Source: an optimization exercise on an open RTL-to-GDS flow (aim: a short achievable clock period and few clock cycles). Production flows keep margins and buffers that such runs may drop.
Only simulation tests tie the RTL to the original design; equivalence was not proved.
No activity file was given, so power comes from the tool's default toggle rates.

==> design/flow/run.sh <==
#!/bin/bash
# synth_recipe.tcl (not shown) runs the flow's synth.tcl, then flattens the netlist and writes it again
# the make line also repeats each setting of config.mk as NAME=value (left out here)
make -C /OpenROAD-flow-scripts/flow DESIGN_CONFIG=/design/flow/config.mk WORK_HOME=/design/flow/orfs CLKGATE_MAP_FILE= SYNTH_SCRIPT=/design/flow/synth_recipe.tcl finish
==> design/flow/constraint.sdc <==
create_clock -name core_clock -period 7.0 [get_ports {clk}]
set_input_delay 1.4000 -clock core_clock [delete_from_list [all_inputs] [get_ports {clk}]]
set_output_delay 1.4000 -clock core_clock [all_outputs]
set_load 0.01 [all_outputs]
==> design/flow/design.v <==
`timescale 1ns / 1ps
module mux32(input s,
             input [31:0] a, b,
             output [31:0] y);
    assign y = s ? a : b;
endmodule
module npcsel(input rst_n, takeE, selB, selP, selO,
              input [31:0] tgtE, btgtD, pcF4, other,
              output [31:0] y);
    wire [31:0] n = ({32{selB}} & btgtD) | ({32{selP}} & pcF4) | ({32{selO}} & other);
    assign y = {32{rst_n}} & (takeE ? tgtE : n);
endmodule
module mux32r(input rst_n, s,
              input [31:0] a, b,
              output [31:0] y);
    assign y = {32{rst_n}} & (s ? a : b);
endmodule
module inc30(input [31:0] a, output [31:0] y);
    wire [29:0] x = a[31:2];
    wire [29:0] c;    
    genvar i;
    generate
        for (i = 0; i < 30; i = i + 1) begin : b
            if (i == 0) begin : z
                assign c[i] = 1'b1;
            end else begin : nz
                assign c[i] = &x[i-1:0];
            end
        end
    endgenerate
    assign y = {x ^ c, a[1:0]};
endmodule
module add32(input [31:0] a, b, output [31:0] y);
    wire [31:0] cn, x;
    ks_carry #(.INV(0)) u_c(.a(a), .b(b), .cin(1'b0), .cn(cn));
    xor32 u_x(.a(a), .b(b), .y(x));
    xnor32 u_s(.a(x), .b({cn[30:0], 1'b1}), .y(y));
endmodule
module xnor32(input [31:0] a, b, output [31:0] y);
    assign y = ~(a ^ b);
endmodule
module xor32(input [31:0] a, b, output [31:0] y);
    assign y = a ^ b;
endmodule
module pg32 #(parameter INV = 0)
            (input [31:0] a, b,
             input cin,
             output [31:0] g, p);
    wire [31:0] bb = INV ? ~b : b;
    wire [31:0] g0 = a & bb;
    wire [31:0] p0 = a | bb;
    assign g = {g0[31:1], g0[0] | (p0[0] & cin)};
    assign p = p0;
endmodule
module ksl_inv #(parameter K = 1)
               (input [31:0] g, p,
                output [31:0] gn, pn);
    genvar i;
    generate
        for (i = 0; i < 32; i = i + 1) begin : b
            if (i < K) begin : pass
                assign gn[i] = ~g[i];
                assign pn[i] = ~p[i];
            end else begin : comb
                assign gn[i] = ~(g[i] | (p[i] & g[i-K]));
                assign pn[i] = ~(p[i] & p[i-K]);
            end
        end
    endgenerate
endmodule
module ksl_pos #(parameter K = 1)
               (input [31:0] gn, pn,
                output [31:0] g, p);
    genvar i;
    generate
        for (i = 0; i < 32; i = i + 1) begin : b
            if (i < K) begin : pass
                assign g[i] = ~gn[i];
                assign p[i] = ~pn[i];
            end else begin : comb
                assign g[i] = ~(gn[i] & (pn[i] | gn[i-K]));
                assign p[i] = ~(pn[i] | pn[i-K]);
            end
        end
    endgenerate
endmodule
module ks_carry #(parameter INV = 0)
                (input [31:0] a, b,
                 input cin,
                 output [31:0] cn);
    wire [31:0] g0, p0, g1, p1, g2, p2, g3, p3, g4, p4, g5, p5;
    pg32 #(.INV(INV)) u_pg(.a(a), .b(b), .cin(cin), .g(g0), .p(p0));
    ksl_inv #(.K(1))  u_l1(.g(g0),  .p(p0),  .gn(g1), .pn(p1));
    ksl_pos #(.K(2))  u_l2(.gn(g1), .pn(p1), .g(g2),  .p(p2));
    ksl_inv #(.K(4))  u_l3(.g(g2),  .p(p2),  .gn(g3), .pn(p3));
    ksl_pos #(.K(8))  u_l4(.gn(g3), .pn(p3), .g(g4),  .p(p4));
    ksl_inv #(.K(16)) u_l5(.g(g4),  .p(p4),  .gn(g5), .pn(p5));
    assign cn = g5;
endmodule
module alu_pre(input [31:0] a, b,
               input opAnd, opOr, opNor,
               output [31:0] x, l);
    assign x = a ^ b;
    assign l = ({32{opAnd}} & (a & b))
             | ({32{opOr}}  & (a | b))
             | ({32{opNor}} & ~(a | b));
endmodule
module alu_fwd(input [31:0] x, l, csn, cdn,
               input opAdd, opSub, opSlt,
               input hAE, hBE,
               input [31:0] aOld, bOld,
               output [31:0] y, aNext, bNext);
    wire [31:0] sum  = ~(x ^ {csn[30:0], 1'b1});
    wire [31:0] diff = x ^ {cdn[30:0], 1'b0};
    wire        lt   = cdn[31];
    assign y = ({32{opAdd}} & sum)
             | ({32{opSub}} & diff)
             | l
             | {31'd0, opSlt & lt};
    assign aNext = hAE ? y : aOld;
    assign bNext = hBE ? y : bOld;
endmodule
module eq32(input [31:0] a, b, output eq);
    assign eq = (a == b);
endmodule
`timescale 1ns / 1ps
module mcpu(input clk, Reset,
            output wire [31:0] imem_addr,
            input  wire [31:0] imem_rdata,
            output wire [31:0] dmem_addr,
            output wire [31:0] dmem_wdata,
            output wire        dmem_we,
            output wire        dmem_re,
            input  wire [31:0] dmem_rdata);
    reg  [31:0] pcF;
    reg         vD;
    reg  [31:0] irD, aD0, aD1, bD0, bD1, wbP;
    reg         hWA, hWB;    
    reg         aluD, lwD, swD, beqD, jD, sameD, wrD;
    reg  [4:0]  dD;
    reg         hAE, hAM, hAW, hBE, hBM, hBW;    
    reg         ldmD;                             
    reg         xSub, xAnd, xOr, xNor, xSlt, xAdd;
    reg         vE, wrE, ldE, stE, jE, beqE, sameE;
    reg  [4:0]  dE;
    reg  [31:0] aE, bE, immE, btgtE;
    reg         opAdd, opSub, opAnd, opOr, opNor, opSlt;
    reg         vM, wrM, ldM;
    reg  [4:0]  dM;
    reg  [31:0] exM, addrM, wdM;
    reg         weM, reM;
    reg         vW, wrW;
    reg  [4:0]  dW;
    reg  [31:0] wbW;
    reg  [31:0] weW;         
    reg         fixup;
    reg  [31:0] fix_btgt, fix_jtgt;
    assign imem_addr  = pcF;
    assign dmem_addr  = addrM;
    assign dmem_wdata = wdM;
    assign dmem_we    = weM;
    assign dmem_re    = reM;
    wire [1023:0] Rflat;
    genvar g;
    generate
        for (g = 0; g < 32; g = g + 1) begin : rf
            reg [31:0] r;
            always @(posedge clk) begin
                if (weW[g])
                    r <= wbW;
            end
            assign Rflat[32*g +: 32] = r;
        end
    endgenerate
    wire [4:0]  rsF = imem_rdata[25:21];
    wire [4:0]  rtF = imem_rdata[20:16];
    wire [31:0] rdA0F = Rflat[32*{1'b0, rsF[3:0]} +: 32];
    wire [31:0] rdA1F = Rflat[32*{1'b1, rsF[3:0]} +: 32];
    wire [31:0] rdB0F = Rflat[32*{1'b0, rtF[3:0]} +: 32];
    wire [31:0] rdB1F = Rflat[32*{1'b1, rtF[3:0]} +: 32];
    wire        hWAF  = vW & wrW & (dW == rsF);
    wire        hWBF  = vW & wrW & (dW == rtF);
    wire [5:0]  opF  = imem_rdata[31:26];
    wire        aluF = (opF[5:4] != 2'b11);
    wire        lwF  = (opF == 6'b110001);
    wire        swF  = (opF == 6'b110000);
    wire        beqF = (opF == 6'b110100);
    wire        jF   = (opF == 6'b111000);
    wire        sameF = (rsF == rtF);
    wire        useRsF = aluF | lwF | swF | (beqF & ~sameF);
    wire        useRtF = aluF | swF | (beqF & ~sameF);
    wire        wrF  = aluF | lwF;
    wire [4:0]  dF   = lwF ? rtF : imem_rdata[15:11];
    wire hAEF = vD & wrD & (dD == rsF);
    wire hAMF = vE & wrE & (dE == rsF);
    wire hAWF = vM & wrM & (dM == rsF);
    wire hBEF = vD & wrD & (dD == rtF);
    wire hBMF = vE & wrE & (dE == rtF);
    wire hBWF = vM & wrM & (dM == rtF);
    wire ldmF = vD & lwD & ((useRsF & (dD == rsF)) | (useRtF & (dD == rtF)));
    wire [31:0] sextD = {{16{irD[15]}}, irD[15:0]};
    wire stall = vD & ldmD;
    wire [31:0] res;                         
    wire [31:0] wbM = ldM ? dmem_rdata : exM;    
    wire [31:0] aD   = hWA ? wbP : (irD[25] ? aD1 : aD0);
    wire [31:0] bD   = hWB ? wbP : (irD[20] ? bD1 : bD0);
    wire [31:0] aOld = hAM ? wbM : hAW ? wbW : aD;
    wire [31:0] bOld = hBM ? wbM : hBW ? wbW : bD;
    wire [31:0] aNext, bNext;                
    wire [31:0] pcF4, btgtD;
    inc30 u_pc4(.a(pcF), .y(pcF4));
    wire [31:0] offD = {{14{irD[15]}}, irD[15:0], 2'b01};
    add32 u_bt(.a({pcF[31:2], 2'b11}), .b(offD), .y(btgtD));
    wire [31:0] jtgtD = {pcF4[31:28], irD[25:0], 2'b00};
    wire [31:0] cSn, cDn, addrE, xE, lE;
    wire        eqE;
    ks_carry #(.INV(0)) u_cs(.a(aE), .b(bE), .cin(1'b0), .cn(cSn));
    ks_carry #(.INV(1)) u_cd(.a(aE), .b(bE), .cin(1'b1), .cn(cDn));
    alu_pre  u_pre(.a(aE), .b(bE), .opAnd(opAnd), .opOr(opOr), .opNor(opNor),
                   .x(xE), .l(lE));
    alu_fwd  u_res(.x(xE), .l(lE), .csn(cSn), .cdn(cDn),
                   .opAdd(opAdd), .opSub(opSub), .opSlt(opSlt),
                   .hAE(hAE), .hBE(hBE), .aOld(aOld), .bOld(bOld),
                   .y(res), .aNext(aNext), .bNext(bNext));
    add32    u_addr(.a(aE), .b(immE), .y(addrE));
    eq32     u_eq(.a(aE), .b(bE), .eq(eqE));
    wire takeE   = vE & beqE & ~sameE & eqE;
    wire mispred = takeE & ~fixup;
    wire        selB  = ~fixup & ~stall & vD & beqD & sameD;
    wire        selP  = ~selB & (fixup ? (~jE & ~(beqE & sameE)) : (~stall & ~(vD & jD)));
    wire        selO  = ~selB & ~selP;
    wire [31:0] other = fixup ? (jE ? fix_jtgt : fix_btgt) : (stall ? pcF : jtgtD);
    wire [31:0] tgtE  = fixup ? fix_btgt : btgtE;
    wire [31:0] npc;
    npcsel u_npc(.rst_n(Reset), .takeE(takeE), .tgtE(tgtE), .selB(selB), .btgtD(btgtD),
                 .selP(selP), .pcF4(pcF4), .selO(selO), .other(other), .y(npc));
    always @(posedge clk) begin
        pcF <= npc;
    end
    always @(posedge clk) begin
        if (Reset == 1'b0)
            fixup <= 1'b0;
        else
            fixup <= mispred;
    end
    wire [31:0] fixb4, fixbt;
    inc30 u_fb4(.a(btgtE), .y(fixb4));
    add32 u_fbt(.a({btgtE[31:2], 2'b11}), .b(offD), .y(fixbt));
    always @(posedge clk) begin
        fix_btgt <= fixbt;
        fix_jtgt <= {fixb4[31:28], irD[25:0], 2'b00};
    end
    always @(posedge clk) begin
        if (Reset == 1'b0)
            vD <= 1'b0;
        else if (mispred)
            vD <= 1'b0;
        else if (!stall)
            vD <= 1'b1;
    end
    always @(posedge clk) begin
        if (stall) begin
            aD0  <= aOld;
            aD1  <= aOld;
            bD0  <= bOld;
            bD1  <= bOld;
            hWA  <= 1'b0;
            hWB  <= 1'b0;
            hAE  <= 1'b0;
            hAM  <= hAE;
            hAW  <= hAM;
            hBE  <= 1'b0;
            hBM  <= hBE;
            hBW  <= hBM;
            ldmD <= 1'b0;
        end else begin
            irD   <= imem_rdata;
            aD0   <= rdA0F;
            aD1   <= rdA1F;
            bD0   <= rdB0F;
            bD1   <= rdB1F;
            hWA   <= hWAF;
            hWB   <= hWBF;
            aluD  <= aluF;
            lwD   <= lwF;
            swD   <= swF;
            beqD  <= beqF;
            jD    <= jF;
            sameD <= sameF;
            wrD   <= wrF;
            dD    <= dF;
            hAE   <= hAEF;
            hAM   <= hAMF;
            hAW   <= hAWF;
            hBE   <= hBEF;
            hBM   <= hBMF;
            hBW   <= hBWF;
            ldmD  <= ldmF;
            xSub  <= aluF & (opF == 6'b000001);
            xAnd  <= aluF & (opF == 6'b010001);
            xOr   <= aluF & (opF == 6'b010000);
            xNor  <= aluF & (opF == 6'b100110);
            xSlt  <= aluF & (opF == 6'b100111);
            xAdd  <= aluF & (opF != 6'b000001) & (opF != 6'b010001) & (opF != 6'b010000)
                          & (opF != 6'b100110) & (opF != 6'b100111);
        end
    end
    always @(posedge clk) begin
        if (Reset == 1'b0)
            vE <= 1'b0;
        else
            vE <= vD & ~stall;
    end
    always @(posedge clk) begin
        wrE   <= wrD;
        ldE   <= lwD;
        stE   <= swD;
        jE    <= jD;
        beqE  <= beqD;
        sameE <= sameD;
        dE    <= dD;
        aE    <= aNext;
        bE    <= bNext;
        immE  <= sextD;
        btgtE <= btgtD;
        opSub <= xSub;
        opAnd <= xAnd;
        opOr  <= xOr;
        opNor <= xNor;
        opSlt <= xSlt;
        opAdd <= xAdd;
    end
    always @(posedge clk) begin
        if (Reset == 1'b0) begin
            vM  <= 1'b0;
            weM <= 1'b0;
            reM <= 1'b0;
        end else begin
            vM  <= vE;
            weM <= vE & stE;
            reM <= vE & ldE;
        end
    end
    always @(posedge clk) begin
        wrM   <= wrE;
        ldM   <= ldE;
        dM    <= dE;
        exM   <= res;
        addrM <= addrE;
        wdM   <= bE;
    end
    always @(posedge clk) begin
        if (Reset == 1'b0)
            vW <= 1'b0;
        else
            vW <= vM;
    end
    always @(posedge clk) begin
        wbP <= wbW;
    end
    always @(posedge clk) begin
        wrW <= wrM;
        dW  <= dM;
        wbW <= wbM;
    end
    always @(posedge clk) begin
        if (Reset == 1'b0)
            weW <= 32'd0;
        else
            weW <= (vM & wrM) ? (32'd1 << dM) : 32'd0;
    end
endmodule
==> design/flow/config.mk <==
export PLATFORM = sky130hd
export DESIGN_NAME = mcpu
export DESIGN_NICKNAME = mcpu
export VERILOG_FILES = /design/flow/design.v
export SDC_FILE = /design/flow/constraint.sdc
export NUM_CORES = 4
export LEC_CHECK = 0
export ABC_CLOCK_PERIOD_IN_PS = 2500
export CAP_MARGIN = 20
export CORE_MARGIN = 2
export CORE_UTILIZATION = 55
export PLACE_DENSITY = 0.7
export SETUP_SLACK_MARGIN = 4.4
export SLEW_MARGIN = 20
export SYNTH_HIERARCHICAL = 1
export SYNTH_MINIMUM_KEEP_SIZE = 0
==> results of run 1 <==
==> layout make-up <==
cell class / instances / share of cell area (%)
clock inverters: 75 / 0.795
clock buffers: 240 / 5.06
repair buffers: 381 / 4.36
diodes: 2 / 0.00539
inverters: 329 / 1.36
multi-input cells: 4630 / 38.9
well taps: 1930 / 2.60
flip-flops and latches: 1623 / 46.9
==> flip-flops by register name, indices dropped and copies added, names as in the netlist, 26 cells and up <==
signal,flops
wbW,32
wbP,32
pcF,32
irD,26
rf.r,1024
aE,32
aD0,32
bD1,32
exM,32
aD1,32
addrM,32
btgtE,32
fix_btgt,32
bD0,32
weW,32
wdM,32
bE,32
==> layer usage <==
| metal | global-route usage, % | wire length (um) | vias up |
|---|---|---|---|
| met5 | 0 | 231 | - |
| met4 | 23.9 | 21300 | 12 |
| met3 | 10.9 | 36400 | 1110 |
| met2 | 59.6 | 133000 | 4276 |
| met1 | 46.0 | 102000 | 30600 |
| li1 | - | - | 26300 |
==> what timing repair did <==
item	in CTS	in global routing
endpoints found under the setup margin	360	264
hold buffers	0	0
pin swaps	8	28
buffers inserted	72	29
hold endpoints to repair	0	0
resized for setup	696	164
cloned	13	1
==> how the worst max path moves through the flow <==
| stage | startpoint | to | slack [ns] | cells after the start |
|---|---|---|---|---|
| detailed placement | imem_rdata[24] | aD1[22] | 2.63 | 8 |
| finish | pcF[10] | imem_addr[10] | 4.31 | 1 |
| global placement | imem_rdata[18] | bD1[28] | 2.72 | 7 |
| floorplan | irD[15] | pcF[31] | 3.91 | 9 |
| CTS | pcF[23] | imem_addr[23] | 4.28 | 1 |
| global route | pcF[19] | imem_addr[19] | 4.27 | 1 |
==> stage by stage <==
stage | util [%] | hold WS [ns]
floorplan | - | 0.323
global placement | 57.7 | 0.327
detailed placement | 57.7 | 0.329
CTS | 62.3 | 0.344
global route | 62.9 | 0.353
finish | 62.9 | 0.345
==> power by group <==
| group | internal, W | switching, W |
|---|---|---|
| Combinational | 0.00175 | 0.00301 |
| Sequential | 0.0117 | 0.00129 |
| Clock | 0.00498 | 0.00391 |
==> summary.txt, run 1 <==
* Layout Nets at between 7000 and 8000
* Vias in the first global route at just over 60000
* Drt initial violations at approximately 8400
* Worst Tran Pin Value at between 1 and 1.5 ns
* Leak pwr at around 35 nW
* DRT Pass-1 Iters at 6
* Worst R2R Start: irD[20]
* I/O pin count at approximately 160
* Global-route wire length before repair at about 410 mm
* Pwr Total at approximately 0.027 W
* Reg2reg end: bE[3]
* Avg Vias per Cell at between 6 and 7
* Clk root buf: clkbuf_16
* CP Launch Type: flip-flop
* CTS Sinks at ~1600
* Max Cap Viol at 0
* Row cnt at between 100 and 150
* Worst Reg-to-Reg Cells at 8
* IO Port Bufs at roughly 160
* Leading cell type in the layout, fill and taps excluded: edfxtp_1
* Tmin final at ~2.7 ns
* GRT Total Usage at a little under two fifths
* Slowest Stage Delay on Critical Path at approximately 0.36 ns
* Seq. cell area at 43500 um2
* Syn avg cell area at approximately 12 um2
* Final non-filler cell total at 9210
* Grt total ovfl at 0
* Multi-input logic area at around 36000 um2
* Remaining antenna violation count after routing at 0
* H-Tree Depth at 4
* Worst path top cell family by delay: flip-flops
* Synth warn at 7
* Initial Util at 55.2%
* Cell Area, Synth at around 81000 um2
* Residual DRC at 0
* Die H at 389 um
* # setup viols final at 0
* CP Max Fanout at 2
* Worst path slowest cell: dfxtp_4
* Fill cells at 11300
* Relative slew slack at approximately a quarter
* RSZ-0062 raised after global routing: true
* Worst hold endpoint: opAnd
* Peak Freq at approximately 370 MHz
* Pwr/cell area at 287 nW/um2
* Worst Path Required at 5.60 ns
* Core area at ~150000 um2
* Worst Path Buf+Inv at 1
* Initial antenna violation count at 9
* Worst-path cell chain: buf_6
* DP Worst Slack at between 2 and 3 ns
* Final GP Congestion at roughly 1
* Post-route setup slack at 4.31 ns
* Outcome: finished clean
* Hold Path Cell Cnt at 0
* Fin area at around 93000 um2
* CTS max path bufs at 3
* Per-cell routed wire length at around 32 um
* Die footprint at around 150000 um2
* DP Wirelength at approximately 170 mm
* Num CTS Buffers at roughly 170
* Area delta synth->final at 14.0%
* Die width at 389 um
* Critical path capture point type: output port
* Final Hold Viols at 0
* Cells after Synth at about 7000
* Worst hold path type: flip-flop to flip-flop
* Largest net degree at the start of global routing at 71
* Crit Path Category: flip-flop to output port
* Via count at 62300
* Placement Cell Area at 85000 um2
* Skew final at approximately 0.05 ns
* Final wirelength at just under 300 mm
* Commonest non-fill, non-tap cells in the layout: edfxtp_1 (1067), mux2i_1 (631), a21oi_1 (565)
* Layout cells sized above 1 at around a fifth
* Worst Path Arrival at roughly 1.3 ns
* Worst-case vdd ir drop at 204 uV
* Placed cell count at 8778
* Setup_tns at 0 ns
* Worst-path clk slew at approximately 0.060 ns
* Final cycle utilization of the critical path at about two fifths
* Slew Limit Fails at 0
* Clock latency on the worst-skew pair at ~0.83 ns
* Hold_sp: xAnd
* CTS tree: yes
* Reg-to-reg setup timing slack at 4.36 ns
Testbench counts, summed over its fixed seeds: cycles 14,741.
==> run 2: changes to the inputs <==
--- a/design/flow/config.mk
+++ b/design/flow/config.mk
@@ -9,6 +9,8 @@
 export CAP_MARGIN = 20
 export CORE_MARGIN = 2
 export CORE_UTILIZATION = 55
+export CTS_CLUSTER_DIAMETER = 120
+export CTS_CLUSTER_SIZE = 20
 export PLACE_DENSITY = 0.7
 export SETUP_SLACK_MARGIN = 4.4
 export SLEW_MARGIN = 20
==> summary.txt, run 2 <==
* Tmin final at approximately 2.7 ns
* Pwr/cell area at about 260 nW/um2
* Seq. cell area at 43500 um2
* Leak pwr at roughly 34 nW
* IO Port Bufs at 163
* Initial antenna violation count at 9
* DP Worst Slack at ~2.6 ns
* Leading cell type in the layout, fill and taps excluded: edfxtp_1
* Relative slew slack at between 20% and 30%
* Residual DRC at 0
* Synth warn at 7
* Row cnt at around 140
* Crit Path Category: input port to flip-flop
* Post-route setup slack at approximately 4.3 ns
* H-Tree Depth at 3
* GRT Total Usage at about 38%
* Worst Path Buf+Inv at 3
* Die footprint at 151000 um2
* Final cycle utilization of the critical path at between 30% and 40%
* CTS Sinks at approximately 1600
* Fill cells at between 10000 and 15000
* # setup viols final at 0
* Initial Util at around 55%
* Area delta synth->final at 10.7%
* Max reg flops at just over 1000
* Worst-case vdd ir drop at between 200 and 250 uV
* Commonest non-fill, non-tap cells in the layout: edfxtp_1 (1067), mux2i_1 (630), a21oi_1 (565)
* Worst path top cell family by delay: buffers and inverters
* Worst-path cell chain: buf_12 -> buf_16 -> and2_2 -> buf_4 -> a22oi_1 -> nand3_1 -> nand3_1
* Placement Cell Area at around 85000 um2
* Worst Tran Pin Value at ~1.2 ns
* Worst-path clk slew at roughly 0.09 ns
* Critical path capture point type: flip-flop
* Die width at 389 um
* Via count at a little over 60000
* Global-route wire length before repair at about 410 mm
* Setup_tns at 0 ns
* Skew final at around 0.047 ns
* DP Wirelength at between 150 and 200 mm
* I/O pin count at around 160
* CTS tree: yes
* Remaining antenna violation count after routing at 0
* Slowest Stage Delay on Critical Path at roughly 0.40 ns
* Cells after Synth at slightly below 7000
* Clk root buf: clkbuf_16
* Post-layout util at 61.2%
* Cell Area, Synth at 81500 um2
* Worst path slowest cell: and2_2
* CP Max Fanout at 44
* Multi-input logic area at about 36000 um2
* CTS max path bufs at 3
* Core area at around 150000 um2
* Pwr Total at between 0.02 and 0.025 W
* Slew Limit Fails at 0
* Reg with most FFs: rf.r
* Fin area at between 90000 and 100000 um2
* CP Launch Type: input port
* Final wirelength at around 290 mm
* Layout cells sized above 1 at between 10% and 20%
* Vias in the first global route at 59900
* Worst hold path type: flip-flop to flip-flop
* Peak Freq at between 300 and 400 MHz
* DRT Pass-1 Iters at 7
* Worst Path Required at about 7.6 ns
* Syn avg cell area at approximately 12 um2
* Grt total ovfl at 0
* Die H at ~400 um
* Layout Nets at slightly above 7000
* # hold bufs at CTS at 0
* Drt initial violations at around 8200
* Clock latency on the worst-skew pair at around 0.76 ns
* Final Hold Viols at 0
* Avg Vias per Cell at about 6.8
* Cell mode on critical path: nand3_1
* Largest net degree at the start of global routing at 71
* Worst Path Arrival at approximately 3.3 ns
* RSZ-0062 raised after global routing: true
* Outcome: finished clean
* Per-cell routed wire length at 32.0 um
* Final GP Congestion at 1.01
* Num CTS Buffers at 92
* Max Cap Viol at 0
[run 2: changes by cell type in the layout (fill, tap and decap cells not counted), moves of 4 or more]
cell and change:
bufinv_16 -7, clkbuf_1 +13, clkbuf_16 -77, clkbuf_8 -11, clkinv_1 -20, clkinv_2 -30
clkinvlp_4 -4, o21ai_1 +4
[run 2: final timing paths]
kind / start / endpoint / slack [ns] / depth (start not counted)
max: imem_rdata[18] / bD1[12] / 4.30 / 7
min: xAdd / opAdd / 0.35 / 0
max reg2reg: irD[20] / bE[3] / 4.35 / 8
min reg2reg: xAdd / opAdd / 0.35 / 0
[run 2: final cells by class]
cell class                 instances  area share, %
antenna                            2        0.00555
clock buffer                     162           2.89
clock inverter                     8          0.155
inverter                         329           1.40
multi-input combinational       4630           40.0
sequential                      1623           48.3
tap                             1930           2.68
timing repair buffer             387           4.59
[run 2: timing repair]
item	CTS	global route
cloned	13	3
pin swaps	8	29
buffers inserted	76	28
setup endpoints to repair	360	274
resized for setup	720	143
[run 2: through the flow]
stage          std cells  hold WS, ns
2_1_floorplan       6961        0.323
3_3_place_gp        8778        0.327
3_5_place_dp        8778        0.329
4_1_cts             9037        0.350
5_1_grt             9069        0.355
6_report            9071        0.349
[run 2: worst register-to-register path: stages, from the launching register on]
cell and delay [ns]:
edfxtp_1 0.35, buf_4 0.36, buf_8 0.42, mux2i_1 0.27
a211oi_1 0.11, nor2_1 0.55, a21oi_1 0.10, nor2_1 0.28
a21oi_1 0.08
[run 2: power breakdown]
part           internal (W)  switching (W)  leakage, nW  total, W
Sequential           0.0117        0.00128         14.5    0.0130
Combinational       0.00176        0.00301         18.2   0.00477
Clock               0.00257        0.00323         1.30   0.00580
[run 2: layer usage]
metal	up-vias	part of all wire (%)	global-route usage, %
met5	-	0.026	0
li1	26100	-	-
met3	1043	12	9.92
met4	12	7.3	22.6
met2	4119	46	59.5
met1	30400	35	46.2
==> run 3: changes to the inputs <==
--- a/design/flow/config.mk
+++ b/design/flow/config.mk
@@ -8,10 +8,8 @@
 export ABC_CLOCK_PERIOD_IN_PS = 2500
 export CAP_MARGIN = 20
 export CORE_MARGIN = 2
-export CORE_UTILIZATION = 55
-export CTS_CLUSTER_DIAMETER = 120
-export CTS_CLUSTER_SIZE = 20
-export PLACE_DENSITY = 0.7
+export CORE_UTILIZATION = 40
+export PLACE_DENSITY = 0.6
 export SETUP_SLACK_MARGIN = 4.4
 export SLEW_MARGIN = 20
 export SYNTH_HIERARCHICAL = 1
==> summary.txt, run 3 <==
* Outcome: finished clean
* Pwr/cell area at around 290 nW/um2
* Final cycle utilization of the critical path at 39.1%
* Skew final at roughly 0.057 ns
* Layout cells sized above 1 at 21.9%
* Leading cell type in the layout, fill and taps excluded: edfxtp_1
* Post-route setup slack at 4.26 ns
* Multi-input logic area at approximately 37000 um2
* RSZ-0062 raised after global routing: true
* Critical path capture point type: output port
* Clk root buf: clkbuf_16
* Clock power frac at about a third
* Fill cells at 18100
* Worst Path Required at 5.60 ns
* Crit Path Category: flip-flop to output port
* NetSw at around 0.0084 W
* Combinational share of power at around a fifth
* Tmin final at approximately 2.7 ns
* Slowest Stage Delay on Critical Path at around 0.39 ns
* Commonest non-fill, non-tap cells in the layout: edfxtp_1 (1067), mux2i_1 (630), a21oi_1 (541)
* DRT Pass-1 Iters at 6
* Worst path top cell family by delay: flip-flops
* Row cnt at about 170
* Slew Limit Fails at 0
* Vias in the first global route at ~60000
* Initial antenna violation count at 18
* Hold slack at about 0.35 ns
* CP Launch Type: flip-flop
* Global-route wire length before repair at about 430 mm
* GRT Total Usage at around 29%
* Sequential Power Share at between 40% and 50%
* Final GP Congestion at around 0.95
* Leak pwr at ~36 nW
* Max reg flops at 1024
* Final Hold Viols at 0
* Core area at around 200000 um2
* Final wirelength at approximately 310 mm
* Setup_tns at 0 ns
* Per-cell routed wire length at 30.6 um
* Syn avg cell area at about 12 um2
* Switching share of power at a little under a third
* Avg Vias per Cell at 6.14
* CP Max Fanout at 2
* H-Tree Depth at 4
* Largest net degree at the start of global routing at between 100 and 150
* CTS max path bufs at 3
* Drt initial violations at between 7000 and 8000
* Die width at 455 um
* P_int at 0.0188 W
* Initial Util at between 40 and 50%
* CTS tree: yes
* Relative slew slack at 20.6%
* DP Wirelength at 182 mm
* Die H at between 400 and 500 um
* Layout Nets at 7319
* Worst-path clk slew at approximately 0.06 ns
* Grt total ovfl at 0
* DP Worst Slack at about 2.5 ns
* # setup viols final at 0
* Seq. cell area at 43500 um2
* Num CTS Buffers at 170
* Post-layout util at about 47%
* Reg with most FFs: rf.r
* Worst path slowest cell: dfxtp_4
* Worst-case vdd ir drop at about 270 uV
* Peak Freq at roughly 370 MHz
* Synth warn at 7
* Residual DRC at 0
* IO Port Bufs at about 160
* Worst Path Arrival at 1.34 ns
* # hold bufs at CTS at 0
* Cell Area, Synth at 81500 um2
* CTS Sinks at approximately 1600
* I/O pin count at around 160
* Area delta synth->final at 16.3%
* Remaining antenna violation count after routing at 0
* Max Cap Viol at 0
* Via count at 61400
* Clock latency on the worst-skew pair at 0.86 ns
* Worst-path cell chain: buf_6
* Worst hold path type: flip-flop to flip-flop
* Die footprint at 207000 um2
* Worst Path Buf+Inv at 1
* Worst Tran Pin Value at ~1.2 ns
* Cells after Synth at a little under 7000
[run 3: metrics by stage]
step                      instances  instance area (um2)  power [W]
final                         10000                94700     0.0273
after global routing          10000                94700     0.0282
after CTS                      9981                93600     0.0270
after detailed placement       9552                86200     0.0178
after global placement         9551                86200     0.0177
after floorplan                6961                82100     0.0156
[run 3: routing by layer]
layer  global-route usage [%]  up-vias  part of all wire, %
met1                     36.8    30700                   39
li1                         -    26400                    -
met3                     5.88      771                  9.7
met4                     13.6       10                  5.1
met5                        0        -                0.020
met2                     46.2     3476                   47
[run 3: final cells by class]
type                            count  area share, %
Multi-Input combinational cell   4631           38.6
Inverter                          329           1.33
Clock inverter                     77          0.916
Antenna cell                        1        0.00264
Clock buffer                      243           5.11
Tap cell                         2672           3.53
Sequential cell                  1623           45.9
Timing Repair Buffer              428           4.62
[run 3: worst paths after layout]
| check | slack [ns] | from | endpoint | cells after the start |
|---|---|---|---|---|
| max | 4.26 | pcF[19] | imem_addr[19] | 1 |
| min | 0.35 | xAnd | opAnd | 0 |
| max reg2reg | 4.38 | hWA | aE[1] | 8 |
| min reg2reg | 0.35 | xAnd | opAnd | 0 |
[run 3: power by group through the flow]
stage               clock network, W  logic [W]  registers [W]
floorplan                          0    0.00291         0.0127
global placement                   0    0.00460         0.0131
detailed placement                 0    0.00463         0.0131
CTS                          0.00931    0.00476         0.0129
global route                 0.00971    0.00537         0.0131
finish                       0.00925    0.00506         0.0130
[run 3: timing repair]
action | in CTS | in global routing
setup buffers | 99 | 18
pin swaps | 26 | 45
resized for setup | 664 | 222
gates cloned | 10 | 4
endpoints found under the setup margin | 376 | 269
==> run 4: changes to the inputs <==
--- a/design/flow/config.mk
+++ b/design/flow/config.mk
@@ -8,8 +8,8 @@
 export ABC_CLOCK_PERIOD_IN_PS = 2500
 export CAP_MARGIN = 20
 export CORE_MARGIN = 2
-export CORE_UTILIZATION = 40
-export PLACE_DENSITY = 0.6
+export CORE_UTILIZATION = 65
+export PLACE_DENSITY = 0.8
 export SETUP_SLACK_MARGIN = 4.4
 export SLEW_MARGIN = 20
 export SYNTH_HIERARCHICAL = 1
==> summary.txt, run 4 <==
* Outcome: finished clean
* Final wirelength at roughly 300 mm
* Skew final at just under 0.06 ns
* IO Port Bufs at 163
* Post-route setup slack at between 4 and 5 ns
* Peak Freq at roughly 350 MHz
* Reg with most FFs: rf.r
* Tmin final at between 2 and 3 ns
* H-Tree Depth at 4
* Cell mode on critical path: nand3_1
* Final cycle utilization of the critical path at slightly above 40%
* Via count at approximately 65000
* I/O pin count at ~160
* Reg2reg end: bE[28]
* Hold slack at roughly 0.34 ns
* Initial antenna violation count at 16
* # setup viols final at 0
* GRT Total Usage at about 45%
* DP Wirelength at 170 mm
* Commonest non-fill, non-tap cells in the layout: edfxtp_1 (1067), mux2i_1 (628), a21oi_1 (549)
* Worst-path clk slew at 0.06 ns
* Die footprint at roughly 130000 um2
* Avg Vias per Cell at about 7.3
* Global routing usage on met2 at 67.9%
* Drt initial violations at around 11000
* Reg-to-reg setup timing slack at ~4.2 ns
* Largest net degree at the start of global routing at 94
* Worst path slowest cell: nor2_4
* Setup_tns at 0 ns
* Worst Path Required at slightly below 8 ns
* Placed cell count at about 8500
* Worst R2R Start: hWB
* Synth warn at 7
* Cells after Synth at 6941
* Leading cell type in the layout, fill and taps excluded: edfxtp_1
* Die H at 358 um
* Global route hottest layer: met2
* Final non-filler cell total at between 8000 and 9000
* Final Hold Viols at 0
* Worst-path cell chain: buf_12 -> nor2_4 -> buf_4 -> a21oi_1 -> nand3_1 -> nand3_1
* Remaining antenna violation count after routing at 0
* Placement Cell Area at between 80000 and 90000 um2
* CP Launch Type: input port
* CP Max Fanout at 86
* Met1 usage at a little over half
* Per-cell routed wire length at 33.3 um
* Initial Util at between 60% and 70%
* CP endpoint: aD0[23]
* Max reg flops at 1024
* Syn avg cell area at 11.7 um2
* DRT Pass-1 Iters at 11
* CTS Sinks at approximately 1600
* Max Cap Viol at 0
* Vias in the first global route at approximately 63000
* Cell Area, Synth at 81500 um2
* Slew Limit Fails at 0
* Worst Path Arrival at around 3.6 ns
* Critical path capture point type: flip-flop
* Grt total ovfl at 0
* Worst-case vdd ir drop at 265 uV
* Area delta synth->final at 13.5%
* Layout cells sized above 1 at about a fifth
* Worst Reg-to-Reg Cells at 7
* Num CTS Buffers at ~160
* DP Worst Slack at 2.70 ns
* Pwr/cell area at a little under 300 nW/um2
* Crit Path Category: input port to flip-flop
* Core area at between 100000 and 150000 um2
* Worst Tran Pin Value at roughly 1.2 ns
* Fin area at approximately 93000 um2
* Slowest Stage Delay on Critical Path at roughly 0.82 ns
* Residual DRC at 0
* CTS max path bufs at 3
* Die width at between 300 and 400 um
* Leak pwr at around 35 nW
* RSZ-0062 raised after global routing: true
* Layout Nets at 7271
* Global-route wire length before repair at about 420 mm
* Final GP Congestion at between 1 and 1.5
* Row cnt at 129
* Global routing met3 resource utilization at 16.2%
* Relative slew slack at a little under a quarter
* Worst hold path type: flip-flop to flip-flop
* CP Launch Point: imem_rdata[22]
* Clk root buf: clkbuf_16
* Clock latency on the worst-skew pair at between 0.8 and 0.9 ns
* CTS tree: yes
==> run 4: cell count changes in the layout (fill, tap and decap cells not counted), moves of 11 or more <==
cell     delta
a21oi_2    +11
buf_12     -13
buf_2      -12
dfxtp_2    +30
nor2_1     +14
buf_4      -25
a21oi_4    -19
diode_2    +11
dfxtp_1    -27
nor2_2     -11
==> run 4: worst max-delay path: cells and delay by family <==
family / cells / cell delay [ns]
AO/OA/AOI/OAI: 1 / 0.18
buffers and inverters: 2 / 0.69
AND/OR/NAND/NOR: 3 / 1.03
==> run 4: what timing repair did <==
action	4_1_cts	5_1_grt
buffers inserted	85	29
hold buffers	0	0
setup endpoints to repair	356	303
gates cloned	15	5
resized for setup	663	161
pin swaps	14	19
endpoints found under the hold margin	0	0
==> run 4: final cells by class <==
type                       instances  area (um2)
sequential                      1623       43500
multi-input combinational       4635       36200
fill                            7970       31500
clock buffer                     221        4600
timing repair buffer             382        3970
tap                             1637        2050
inverter                         329        1260
clock inverter                    84         861
antenna                           12        30.0
==> run 4: per-stage QoR <==
stage | power (W) | util, %
2_1_floorplan | 0.0156 | -
3_3_place_gp | 0.0174 | 68.2
3_5_place_dp | 0.0175 | 68.3
4_1_cts | 0.0264 | 73.8
5_1_grt | 0.0275 | 74.6
6_report | 0.0268 | 74.6
==> run 4: how the worst min path moves through the flow <==
stage          slack, ns  startpoint  cells after the start    end
3_5_place_dp        0.33        xSlt                      0  opSlt
3_3_place_gp        0.33        xAnd                      0  opAnd
5_1_grt             0.35        xSub                      0  opSub
2_1_floorplan       0.32        xAdd                      0  opAdd
6_report            0.34        xSlt                      0  opSlt
4_1_cts             0.33        xSub                      0  opSub
==> run 4: report_power, final <==
part           total, W  internal, W  switching, W
Clock           0.00897      0.00509       0.00388
Sequential       0.0130       0.0117       0.00129
Combinational   0.00486      0.00177       0.00309
==> run 4: routing by layer <==
layer,routed length (um),up-vias
met5,305,-
met4,26300,20
met3,45400,1686
met2,128000,5849
met1,96300,31000
li1,-,26300
==> run 5: changes to the inputs <==
--- a/design/flow/config.mk
+++ b/design/flow/config.mk
@@ -8,9 +8,9 @@
 export ABC_CLOCK_PERIOD_IN_PS = 2500
 export CAP_MARGIN = 20
 export CORE_MARGIN = 2
-export CORE_UTILIZATION = 65
-export PLACE_DENSITY = 0.8
-export SETUP_SLACK_MARGIN = 4.4
+export CORE_UTILIZATION = 55
+export PLACE_DENSITY = 0.7
+export SETUP_SLACK_MARGIN = 4.6
 export SLEW_MARGIN = 20
 export SYNTH_HIERARCHICAL = 1
 export SYNTH_MINIMUM_KEEP_SIZE = 0
==> summary.txt, run 5 <==
* Grt total ovfl at 0
* Remaining antenna violation count after routing at 0
* # setup viols final at 0
* CTS tree: yes
* GRT Total Usage at between 30% and 40%
* Placement Cell Area at around 85000 um2
* Layout cells sized above 1 at between 20 and 30%
* Die H at just under 400 um
* Reg with most FFs: rf.r
* DP Worst Slack at 2.71 ns
* Worst Reg-to-Reg Cells at 9
* Final Hold Viols at 0
* Worst Tran Pin Value at 1.15 ns
* Peak Freq at 369 MHz
* Hold_sp: xSub
* Worst-case vdd ir drop at a little over 300 uV
* H-Tree Depth at 4
* I/O pin count at around 160
* Cells after Synth at 6941
* CP Launch Type: flip-flop
* Worst R2R Start: aE[31]
* Drt initial violations at ~9000
* Area delta synth->final at 18.7%
* Slowest Stage Delay on Critical Path at 0.39 ns
* Largest net degree at the start of global routing at 98
* Worst-path clk slew at around 0.060 ns
* Max reg flops at slightly above 1000
* CTS max path bufs at 3
* Per-cell routed wire length at around 33 um
* Pwr/cell area at between 200 and 300 nW/um2
* Worst path top cell family by delay: flip-flops
* Core area at about 150000 um2
* Setup_tns at 0 ns
* Hold Path Cell Cnt at 0
* Initial antenna violation count at 15
* Via count at roughly 64000
* Leading cell type in the layout, fill and taps excluded: edfxtp_1
* Final GP Congestion at about 0.96
* Pwr Total at approximately 0.028 W
* Worst Path Arrival at between 1 and 1.5 ns
* Outcome: finished clean
* Worst hold endpoint: opSub
* CP Max Fanout at 2
* Die footprint at roughly 150000 um2
* IO Port Bufs at between 150 and 200
* Critical path capture point type: output port
* Syn avg cell area at 11.7 um2
* Skew final at between 0.02 and 0.03 ns
* CTS Sinks at 1623
* Clock latency on the worst-skew pair at roughly 0.83 ns
* Leak pwr at roughly 37 nW
* Post-route setup slack at roughly 4.3 ns
* DRT Pass-1 Iters at 6
* # hold bufs at CTS at 0
* Row cnt at around 140
* Worst hold path type: flip-flop to flip-flop
* Layout Nets at between 7000 and 8000
* Worst Path Required at 5.60 ns
* Reg2reg end: pcF[21]
* Clk root buf: clkbuf_16
* Worst path slowest cell: dfxtp_4
* Final wirelength at 308 mm
* Synth warn at 7
* Tmin final at ~2.7 ns
* RSZ-0062 raised after global routing: true
* Num CTS Buffers at about 170
* Die width at 389 um
* Reg-to-reg setup timing slack at 4.44 ns
* DP Wirelength at around 170 mm
* Fin area at between 90000 and 100000 um2
* Commonest non-fill, non-tap cells in the layout: edfxtp_1 (1067), mux2i_1 (622), a21oi_1 (444)
* Worst Path Buf+Inv at 1
* Slew Limit Fails at 0
* Final cycle utilization of the critical path at between 30% and 40%
* Relative slew slack at between 20% and 30%
* Worst-path cell chain: buf_6
* Vias in the first global route at about 60000
* Max Cap Viol at 0
* Global-route wire length before repair at about 430 mm
* Initial Util at 55.2%
* Residual DRC at 0
* Avg Vias per Cell at a little under 7
* Crit Path Category: flip-flop to output port
* Cell Area, Synth at between 80000 and 90000 um2
-- run 5: power by group --
| group | internal, W | switching, W | leakage, nW |
|---|---|---|---|
| logic | 0.00202 | 0.00332 | 19.5 |
| clock network | 0.00541 | 0.00385 | 2.77 |
| registers | 0.0117 | 0.00128 | 14.5 |
-- run 5: through the flow --
stage	cells	utilization (%)	hold slack [ns]
detailed placement	8776	57.7	0.328
CTS	9235	63.5	0.341
global route	9304	65.5	0.349
finish	9313	65.5	0.339
floorplan	6961	-	0.323
global placement	8776	57.7	0.325
-- run 5: how the worst max path moves through the flow --
stage                     depth (start not counted)  slack [ns]      startpoint             to
final                                             1        4.29         pcF[31]  imem_addr[31]
after global routing                              1        4.25         pcF[31]  imem_addr[31]
after CTS                                         1        4.25         pcF[31]  imem_addr[31]
after detailed placement                          6        2.71  imem_rdata[19]         bD1[9]
after global placement                            6        2.81  imem_rdata[19]        bD1[17]
after floorplan                                   9        3.91         irD[15]        pcF[31]
-- run 5: what timing repair did --
item / 4_1_cts / 5_1_grt
gates resized for setup: 885 / 535
buffers inserted: 120 / 51
setup endpoints to repair: 416 / 347
pin swaps: 65 / 172
cloned: 23 / 16
-- run 5: routing by layer --
metal	vias to the layer above	wire length (um)	track usage, %	share of wire, %
met3	1303	40100	10.9	13
met1	31400	105000	48.0	34
met5	-	94	0	0.030
met2	4861	139000	61.4	45
li1	26600	-	-	-
met4	16	24000	25.2	7.8
-- run 5: cell type report --
| cell class | count | area, um2 |
|---|---|---|
| diodes | 10 | 25.0 |
| clock buffers | 266 | 5050 |
| clock inverters | 50 | 636 |
| fillers | 10800 | 50800 |
| inverters | 329 | 1270 |
| multi-input cells | 4634 | 38200 |
| flip-flops and latches | 1623 | 43600 |
| well taps | 1930 | 2410 |
| repair buffers | 470 | 5450 |
| repair inverters | 1 | 11.3 |
==> run 6: changes to the inputs <==
--- a/design/flow/config.mk
+++ b/design/flow/config.mk
@@ -10,7 +10,7 @@
 export CORE_MARGIN = 2
 export CORE_UTILIZATION = 55
 export PLACE_DENSITY = 0.7
-export SETUP_SLACK_MARGIN = 4.6
+export SETUP_SLACK_MARGIN = 4.8
 export SLEW_MARGIN = 20
 export SYNTH_HIERARCHICAL = 1
 export SYNTH_MINIMUM_KEEP_SIZE = 0
==> summary.txt, run 6 <==
* Global-route wire length before repair at between 400 and 500 mm
* Final GP Congestion at around 1.0
* Via count at around 65000
* Initial Util at about 55%
* Synth warn at 7
* Slew Limit Fails at 0
* Reg2reg end: pcF[25]
* Worst Reg-to-Reg Cells at 12
* Pwr Total at ~0.028 W
* Reg with most FFs: rf.r
* Fill cells at a little over 10000
* Cells after Synth at between 6000 and 7000
* Largest net degree at the start of global routing at approximately 70
* RSZ-0062 raised after global routing: true
* Pwr/cell area at 284 nW/um2
* Reg-to-reg setup timing slack at about 4.4 ns
* IO Port Bufs at between 150 and 200
* CP Max Fanout at 5
* Worst hold path type: flip-flop to flip-flop
* Vias in the first global route at 62700
* CTS max path bufs at 3
* Max Cap Viol at 0
* Final cycle utilization of the critical path at between 30% and 40%
* Max reg flops at between 1000 and 1500
* Leak pwr at between 30 and 40 nW
* Worst path slowest cell: dfxtp_4
* Relative slew slack at ~20%
* Clock latency on the worst-skew pair at approximately 0.84 ns
* Worst-path clk slew at around 0.06 ns
* Residual DRC at 0
* Critical path capture point type: output port
* Tmin final at around 2.7 ns
* Worst R2R Start: irD[8]
* Layout cells sized above 1 at a little under a third
* Hold_sp: xSub
* Num CTS Buffers at 167
* Worst-case vdd ir drop at about 260 uV
* Syn avg cell area at around 12 um2
* Drt initial violations at 9211
* Worst-path cell chain: buf_6
* DRT Pass-1 Iters at 9
* Avg Vias per Cell at a little under 7
* CTS tree: yes
* Remaining antenna violation count after routing at 0
* Clk root buf: clkbuf_16
* Core area at 147000 um2
* Commonest non-fill, non-tap cells in the layout: edfxtp_1 (1067), mux2i_1 (615), a21oi_1 (387)
* Outcome: finished clean
* I/O pin count at 164
* Worst Path Buf+Inv at 1
* Final Hold Viols at 0
* Row cnt at ~140
* Skew final at 0.0511 ns
* Worst hold endpoint: opSub
* GRT Total Usage at about 41%
* Peak Freq at 367 MHz
* Cell Area, Synth at 81500 um2
* Die width at ~400 um
* Worst Tran Pin Value at 1.20 ns
* H-Tree Depth at 4
* Crit Path Category: flip-flop to output port
* Worst Path Required at around 5.6 ns
* Final wirelength at between 300 and 400 mm
* Area delta synth->final at 22.6%
* Slowest Stage Delay on Critical Path at 0.39 ns
* # setup viols final at 0
* Worst path top cell family by delay: flip-flops
* Per-cell routed wire length at about 34 um
* Leading cell type in the layout, fill and taps excluded: edfxtp_1
* CTS Sinks at ~1600
* Die H at roughly 390 um
* Initial antenna violation count at 17
* Layout Nets at 7518
* Hold Path Cell Cnt at 0
* Die footprint at ~150000 um2
* CP Launch Type: flip-flop
* Grt total ovfl at 0
* Worst Path Arrival at approximately 1.3 ns
* DP Wirelength at about 170 mm
* Setup_tns at 0 ns
run 6: layout make-up:
type / count / area [um2] / share of cell area, %
Tap cell: 1930 / 2410 / 2.42
Timing Repair Buffer: 631 / 7470 / 7.48
Clock inverter: 90 / 923 / 0.925
Clock buffer: 224 / 4690 / 4.70
Multi-Input combinational cell: 4629 / 39400 / 39.4
Inverter: 329 / 1320 / 1.32
Sequential cell: 1623 / 43700 / 43.7
Timing Repair inverter: 1 / 16.3 / 0.0163
Antenna cell: 4 / 10.0 / 0.0100
run 6: metrics by stage:
step | hold slack [ns] | instance area [um2] | setup slack [ns] | util [%] | std cells
floorplan | 0.323 | 82500 | 3.91 | - | 6961
global placement | 0.327 | 85100 | 2.60 | 57.7 | 8787
detailed placement | 0.329 | 85100 | 2.53 | 57.7 | 8788
CTS | 0.343 | 97200 | 4.24 | 65.9 | 9373
global route | 0.345 | 99800 | 4.26 | 67.7 | 9457
finish | 0.341 | 99900 | 4.28 | 67.7 | 9461
run 6: layer usage:
layer | global-route usage [%] | vias up | wire length [um]
met5 | 0 | - | 105
met4 | 27.3 | 18 | 28000
met3 | 12.0 | 1449 | 41900
met2 | 63.3 | 4970 | 141000
met1 | 48.9 | 31900 | 108000
li1 | - | 26800 | -
run 6: how the worst max path moves through the flow:
stage               slack, ns  cells past startpoint            to            from
floorplan                3.91                      9       pcF[31]         irD[15]
global placement         2.60                      8        aD1[6]  imem_rdata[24]
detailed placement       2.53                      8        aD1[1]  imem_rdata[24]
CTS                      4.24                      1  imem_addr[9]          pcF[9]
global route             4.26                      1  imem_addr[9]          pcF[9]
finish                   4.28                      1  imem_addr[9]          pcF[9]
run 6: what timing repair did:
item | CTS | global route
hold buffers | 0 | 0
endpoints found under the setup margin | 471 | 387
cloned | 41 | 7
pin swaps | 235 | 247
gates resized for setup | 1422 | 439
setup buffers | 230 | 76
run 6: where the power goes:
part | switching, W | total [W] | internal [W] | leakage, nW
Clock | 0.00391 | 0.00918 | 0.00528 | 2.76
Combinational | 0.00374 | 0.00619 | 0.00245 | 20.8
Sequential | 0.00128 | 0.0130 | 0.0117 | 14.5

-- port drivers added, routing unchanged --
How much do the figures lean on ideal ports? The routed layouts below were timed once more, with nothing changed but the port constraints. Step 1 assumes that a clkbuf_16 drives the clock port and a buf_2 every other input. Step 2, shift: input delay + t, output delay - t, t = (earliest + latest rising clock arrival at the registers) / 2. This alone moves slack from input paths to output paths. Slacks: ideal ports / drivers / drivers and shift; pairs: ideal ports / drivers.
run	t (ns)	setup slack, ns	pins driven straight from the clock port
run 1	0.889	4.305 / 4.228 / 3.492	1
run 2	0.824	4.302 / 4.277 / 3.498	1
run 3	0.927	4.264 / 4.164 / 3.429	1
run 4	0.881	4.159 / 4.177 / 3.297	1
run 5	0.891	4.292 / 4.213 / 3.531	1
run 6	0.907	4.279 / 4.187 / 3.728	1
After both steps every run listed still meets setup and hold. For run 4, which loses most, drivers alone change the setup slack by +0.018 ns; drivers and shift together by -0.862 ns.
